Context: an optimization exercise on an open-source flow, tuned for small area. The choices shown serve that exercise and are no tape-out recipe. Only simulation tests tie the RTL to the original design; equivalence was not proved. No activity file was given, so power comes from the tool's default toggle rates.

==> flow/design.v, too long to show whole: its modules and the start of the top module <==
// module square_object: 39 lines
// module hit_table: 74 lines
// module player_move: 91 lines
// module player_hit_SM: 17 lines
// module playerBitMap: 1766 lines
// module color_changer: 26 lines
// module Player_Block_T: 47 lines
module Player_Block_T (
    input  logic        clk,
    input  logic        resetN,
    input  logic [10:0] pixelX,
    input  logic [10:0] pixelY,
    input  logic        startOfFrame,
    input  logic        up_key,
    input  logic        down_key,
    input  logic        left_key,
    input  logic        right_key,
    input  logic        column_collision,
    input  logic [1:0]  speed_level,
    input  logic        mode_sel,
    input  logic        game_on,
    input  logic        player_hit,
    input  logic        turbo_pulse,
    output logic [10:0] player_topLeftX,
    output logic [10:0] player_topLeftY,
    output logic        playerDR,
    output logic [7:0]  playerRGB,
    output logic        player_invulnerable
);
  // ...
==> flow/flow/run.sh <==
#!/bin/bash
cp standard.sh standard_sh_copy.log
cp config.mk config_mk_copy.log
export BUFFER_PORTS_ARGS="-buffer_cell sky130_fd_sc_hd__buf_1"
export CTS_ARGS="-sink_clustering_enable -repair_clock_nets -buf_list sky130_fd_sc_hd__clkbuf_4 -dont_use_dummy_load"
bash standard.sh > standard.log 2>&1
==> flow/standard.sh <==
#!/bin/bash
# synth_recipe.tcl (not shown) runs the flow's synth.tcl, then flattens the netlist and writes it again
# the make line also repeats each setting of config.mk as NAME=value (left out here)
make -C /OpenROAD-flow-scripts/flow DESIGN_CONFIG=/design/flow/config.mk WORK_HOME=/design/flow/orfs CLKGATE_MAP_FILE= SYNTH_SCRIPT=/design/flow/synth_recipe.tcl "${@:-finish}"
==> flow/config.mk <==
export PLATFORM = sky130hd
export DESIGN_NAME = Player_Block_T
export DESIGN_NICKNAME = Player_Block_T
export VERILOG_FILES = /design/flow/design.v
export SDC_FILE = /design/flow/constraint.sdc
export NUM_CORES = 8
export LEC_CHECK = 0
export ABC_AREA = 1
export CAP_MARGIN = 20
export CORE_MARGIN = 2
export CORE_UTILIZATION = 40
export SLEW_MARGIN = 20
export SYNTH_MEMORY_MAX_BITS = 65536
==> flow/constraint.sdc <==
create_clock -name core_clock -period 10.0 [get_ports {clk}]
set_input_delay 2.0000 -clock core_clock [delete_from_list [all_inputs] [get_ports {clk}]]
set_output_delay 2.0000 -clock core_clock [all_outputs]
set_load 0.01 [all_outputs]
==> results.sh, run 1 <==
export IMPL_status="finished clean"
export IMPL_grtUsageMet3_pct=2.96
export IMPL_hold_violations=0
export IMPL_switching_power_w=0.00164
export IMPL_area_growth_pct=3.64
export IMPL_grt_pass1_wl_mm=38.9
export IMPL_worst_path_buf_inv=2
export IMPL_ys_seq_area_share_pct=18.5
export IMPL_timing_final_crit_share_pct=48.2
export IMPL_mostFrequentLayoutCells="nand2_1 (335), inv_1 (167), nand3_1 (132), nor2_1 (108), a21oi_1 (84)"
export IMPL_postCtsSetupRepairBufs=0
export IMPL_hold_path_depth=2
export IMPL_multiInputGateArea_um2=5080
export IMPL_tap_cell_count=229
export IMPL_comb_power_share_pct=78.1
export IMPL_synth_simple_gate_area_share_pct=36.5
export IMPL_tns_ps=0
export IMPL_cts_tree="done"
export IMPL_cp_top_family="compound AO/OA/AOI/OAI gates"
export IMPL_synth_top_family_by_area="simple AND/OR/NAND/NOR gates"
export IMPL_vdd_drop_max_uv=128
export IMPL_inv_count=174
export IMPL_clk_share_pct=0.874
export IMPL_hold_slack_ps=469
export IMPL_synth_fa_ha_area_share_pct=10.5
export IMPL_critical_path_required_ps=8000
export IMPL_min_from="mv.f_lf$_SDFFE_PP0P_"
export IMPL_num_vias=8306
export IMPL_dp_cells=1482
export IMPL_overflow=0
export IMPL_synth_top_cell_area_share_pct=16.9
export IMPL_top_layer="met4"
export IMPL_r2r_end="sq.col_idx[1]$_SDFF_PN0_"
export IMPL_synth_commonest_cells="nand2_1 (335), inv_1 (167), nand3_1 (132), nor2_1 (108), a21oi_1 (84)"
export IMPL_comb_power_w=0.00207
export IMPL_clock_path_buffers=2
export IMPL_diodes=1
export IMPL_grt_pass1_vias=7841
export IMPL_powerSeq_w=0.000458
==> inputs of run 2 (changes only) <==
==> flow/run.sh (new file) <==
#!/bin/bash
# synth_recipe.tcl (not shown) runs the flow's synth.tcl, then flattens the netlist and writes it again
# the make line also repeats each setting of config.mk as NAME=value (left out here)
make -C /OpenROAD-flow-scripts/flow DESIGN_CONFIG=/design/flow/config.mk WORK_HOME=/design/flow/orfs CLKGATE_MAP_FILE= SYNTH_SCRIPT=/design/flow/synth_recipe.tcl finish
removed: flow/flow/run.sh
removed: flow/standard.sh
==> run 2 against run 1 <==
Effect of this change:
- fmax decreased by 13%
- critical path depth decreased by 1
- routed wire length increased by 0.51%
- worst hold slack got worse by 4.1 ps
- worst setup slack got worse by 750 ps
- via count increased by 1.0%
- largest power group unchanged
- synthesized cell count unchanged
- register-to-register slack got worse by 120 ps
- cell area increased by 7.7%
- clock power increased to 2.5 times the previous value
- first-iteration DRC count decreased by 12%
==> results.sh, run 2 <==
export IMPL_endpoint="playerRGB[7]"
export IMPL_viasPerCell=5.60
export IMPL_rows=49
export IMPL_worstMarginPinSlew_ps=849
export IMPL_crit_path_start="mode_sel"
export IMPL_fill_cells=1933
export IMPL_syn_area_per_cell_um2=6.02
export IMPL_io_pins=68
export IMPL_r2r_cells=12
export IMPL_yosysWarnings=6
export IMPL_dp_cells=1481
export IMPL_power_density_nw_per_um2=349
export IMPL_crit_type="input port to output pin"
export IMPL_clock_sinks=60
export IMPL_slew_headroom_pct=43.3
export IMPL_mostFrequentLayoutCells="nand2_1 (335), inv_1 (167), nand3_1 (132), nor2_1 (108), a21oi_1 (84)"
export IMPL_ys_seq_elements=60
export IMPL_rsz0062_at_grt="no"
export IMPL_drive_gt1_share_pct=4.26
export IMPL_hpwlAfterDp_mm=18.6
export IMPL_ys_seq_area_share_pct=18.5
export IMPL_cts_resized=0
export IMPL_clock_path_buffers=2
export IMPL_cp_arrival_ps=3570
export IMPL_regMostFlops="mv.x"
export IMPL_finalClockSkew_ps=11.8
export IMPL_coreArea_um2=18100
export IMPL_diodes=0
export IMPL_finalNonFillerCells=1497
export IMPL_postCtsSetupRepairBufs=0
export IMPL_reg2reg_from="sq.oy[1]$_DFF_P_"
export IMPL_synthDistinctLibCells=54
export IMPL_antenna_left=0
export IMPL_die_h_um=141
export IMPL_critical_path_required_ps=8000
export IMPL_root_buffer="clkbuf_16"
export IMPL_synth_commonest_cells="nand2_1 (335), inv_1 (167), nand3_1 (132), nor2_1 (108), a21oi_1 (84)"
export IMPL_r2r_end="sq.col_idx[1]$_SDFF_PN0_"
export IMPL_synth_area_um2=7460
export IMPL_grt_pass1_wl_mm=39.3
export IMPL_antenna_found_initial=0
export IMPL_status="finished clean"
export IMPL_routed_wl_mm=24.0
export IMPL_hold_class="flop to flop"
export IMPL_cts_tree="done"
export IMPL_gp_congestion=0.993
export IMPL_synth_area_leaders="nand2_1 (17%), dfrtp_1 (11%), ha_1 (9.4%)"
export IMPL_grt_max_degree=33
export IMPL_first_pass_iters=9
export IMPL_critPathMaxFanout=4
export IMPL_clk_pin_slew_ps=50
export IMPL_fmax_mhz=180
export IMPL_grt_util_all_layers_pct=24.6
export IMPL_vdd_drop_max_uv=137
export IMPL_area_growth_pct=11.6
export IMPL_hold_violations=0
export IMPL_synth_edff_count=2
export IMPL_period_needed_ps=5570
export IMPL_drc=0
export IMPL_reg2reg_slack_ps=6190
export IMPL_layout_nets=1359
export IMPL_dieArea_um2=19800
export IMPL_layout_commonest_cell="nand2_1"
export IMPL_chipWidth_um=141
export IMPL_synth_largest_area_cell="nand2_1"
export IMPL_yosys_cell_count_top_type="nand2_1"
export IMPL_num_vias=8390
export IMPL_initialDrtViolationCount=737
export IMPL_reg_largest_list="mv.x: 11 flops, mv.y: 10 flops"
export IMPL_finalPower_w=0.00290
export IMPL_critPathCaptureType="output pin"
export IMPL_critPathLaunchType="input port"
export IMPL_detail_route_wl_per_cell_um=16.0
export IMPL_async_flop_share_pct=53.3
export IMPL_overflow=0
export IMPL_largest_reg_flops=11
export IMPL_netlist_instances=1239
export IMPL_hold_buffers=0
export IMPL_tns_ps=0
export IMPL_synth_top_cell_area_share_pct=16.9
export IMPL_drv_slew=0
export IMPL_worstSkewPairLatency_ps=340
export IMPL_timing_final_crit_share_pct=55.7
export IMPL_cts_max_level=3
export IMPL_port_buffers=61
export IMPL_finalSetupViolations=0
export IMPL_cap_violations=0
export IMPL_cts_made_buffers=9
export IMPL_p_leak_nw=4.14
export IMPL_synth_flop_cell="dfrtp_1"
export IMPL_initial_core_util_pct=41.1
export IMPL_grt_pass1_vias=7872
[run 2: kinds of logic after synthesis]
family | Yosys count | synth area share (%)
adder cells (fa/ha/maj) | 60 | 10.5
AO/OA/AOI/OAI | 235 | 18.5
other | 1 | 0.0503
flip-flops | 60 | 18.5
XOR/XNOR | 21 | 2.46
buffers and inverters | 227 | 13.5
AND/OR/NAND/NOR | 635 | 36.5
[run 2: area by class of cell]
cell class | count | area, um^2 | share of cell area, %
Multi-Input combinational cell | 954 | 5080 | 61.0
Clock inverter | 4 | 50.0 | 0.601
Inverter | 174 | 653 | 7.84
Clock buffer | 12 | 246 | 2.96
Tap cell | 229 | 287 | 3.44
Timing Repair Buffer | 64 | 628 | 7.54
Sequential cell | 60 | 1380 | 16.6
[run 2: worst min-delay path by stage]
stage / startpoint / endpoint / cells after the start
2_1_floorplan: mv.f_lf$_SDFFE_PP0P_ / mv.f_lf$_SDFFE_PP0P_ / 2
3_3_place_gp: mv.f_lf$_SDFFE_PP0P_ / mv.f_lf$_SDFFE_PP0P_ / 2
3_5_place_dp: mv.f_lf$_SDFFE_PP0P_ / mv.f_lf$_SDFFE_PP0P_ / 2
4_1_cts: mv.f_lf$_SDFFE_PP0P_ / mv.f_lf$_SDFFE_PP0P_ / 2
5_1_grt: mv.f_lf$_SDFFE_PP0P_ / mv.f_lf$_SDFFE_PP0P_ / 2
6_report: mv.f_lf$_SDFFE_PP0P_ / mv.f_lf$_SDFFE_PP0P_ / 2
[run 2: worst max-delay path, cell delays in order]
cell and delay [ps]:
clkdlybuf4s50_1 520, inv_1 90, o311ai_0 350, clkdlybuf4s50_1 610
[run 2: through the flow]
stage	hold slack, ps	utilization [%]	worst slack (ps)	area (um^2)
2_1_floorplan	440	-	5420	7470
3_3_place_gp	453	44.3	4390	8030
3_5_place_dp	455	44.3	4390	8030
4_1_cts	463	45.9	4420	8330
5_1_grt	485	45.9	4340	8330
6_report	465	45.9	4430	8330
[run 2: routing by layer]
layer  vias up  wire length [um]  GRT usage, %
met4         0              1080          11.7
li1       4129                 -             -
met2       393             10700          40.1
met1      3783             10400          31.9
met5         -                 0             0
met3        85              1810          3.91
[run 2: power by group]
part	internal (W)	total (W)	switching, W
registers	0.000333	0.000462	0.000129
logic	0.000682	0.00213	0.00145
clock network	0.000199	0.000311	0.000112
total	0.00121	0.00290	0.00169

[static timing again, ports no longer ideal]
In the flow no input, the clock included, has a driving cell. The finished layouts below were timed again as built, in two steps.
Step 1 sets driving cells, clkbuf_16 on the clock port and buf_2 on the other inputs (assumed; they add their load-dependent delay and slew).
Step 2 moves the port delays by t, midway between the first and last clock arrival at a register: inputs arrive t later, outputs are due t later. That takes back most of the time a late clock gives input paths.
a / b / c = ideal / step 1 / step 2; a / b = the first two.
| run | t, ns | setup WS [ns] | worst register clock-pin slew, ns | worst slew at a driven data input, ns |
|---|---|---|---|---|
| run 1 | 0.443 | 5.181 / 5.158 / 5.009 | 0.11 / 0.11 | 0.04 |
| run 2 | 0.373 | 4.432 / 4.400 / 4.400 | 0.06 / 0.06 | 0.04 |
After both steps every run listed still meets setup and hold. The setup slack of run 1, which loses most, moves by -0.023 ns with the drivers and by -0.172 ns with both steps.
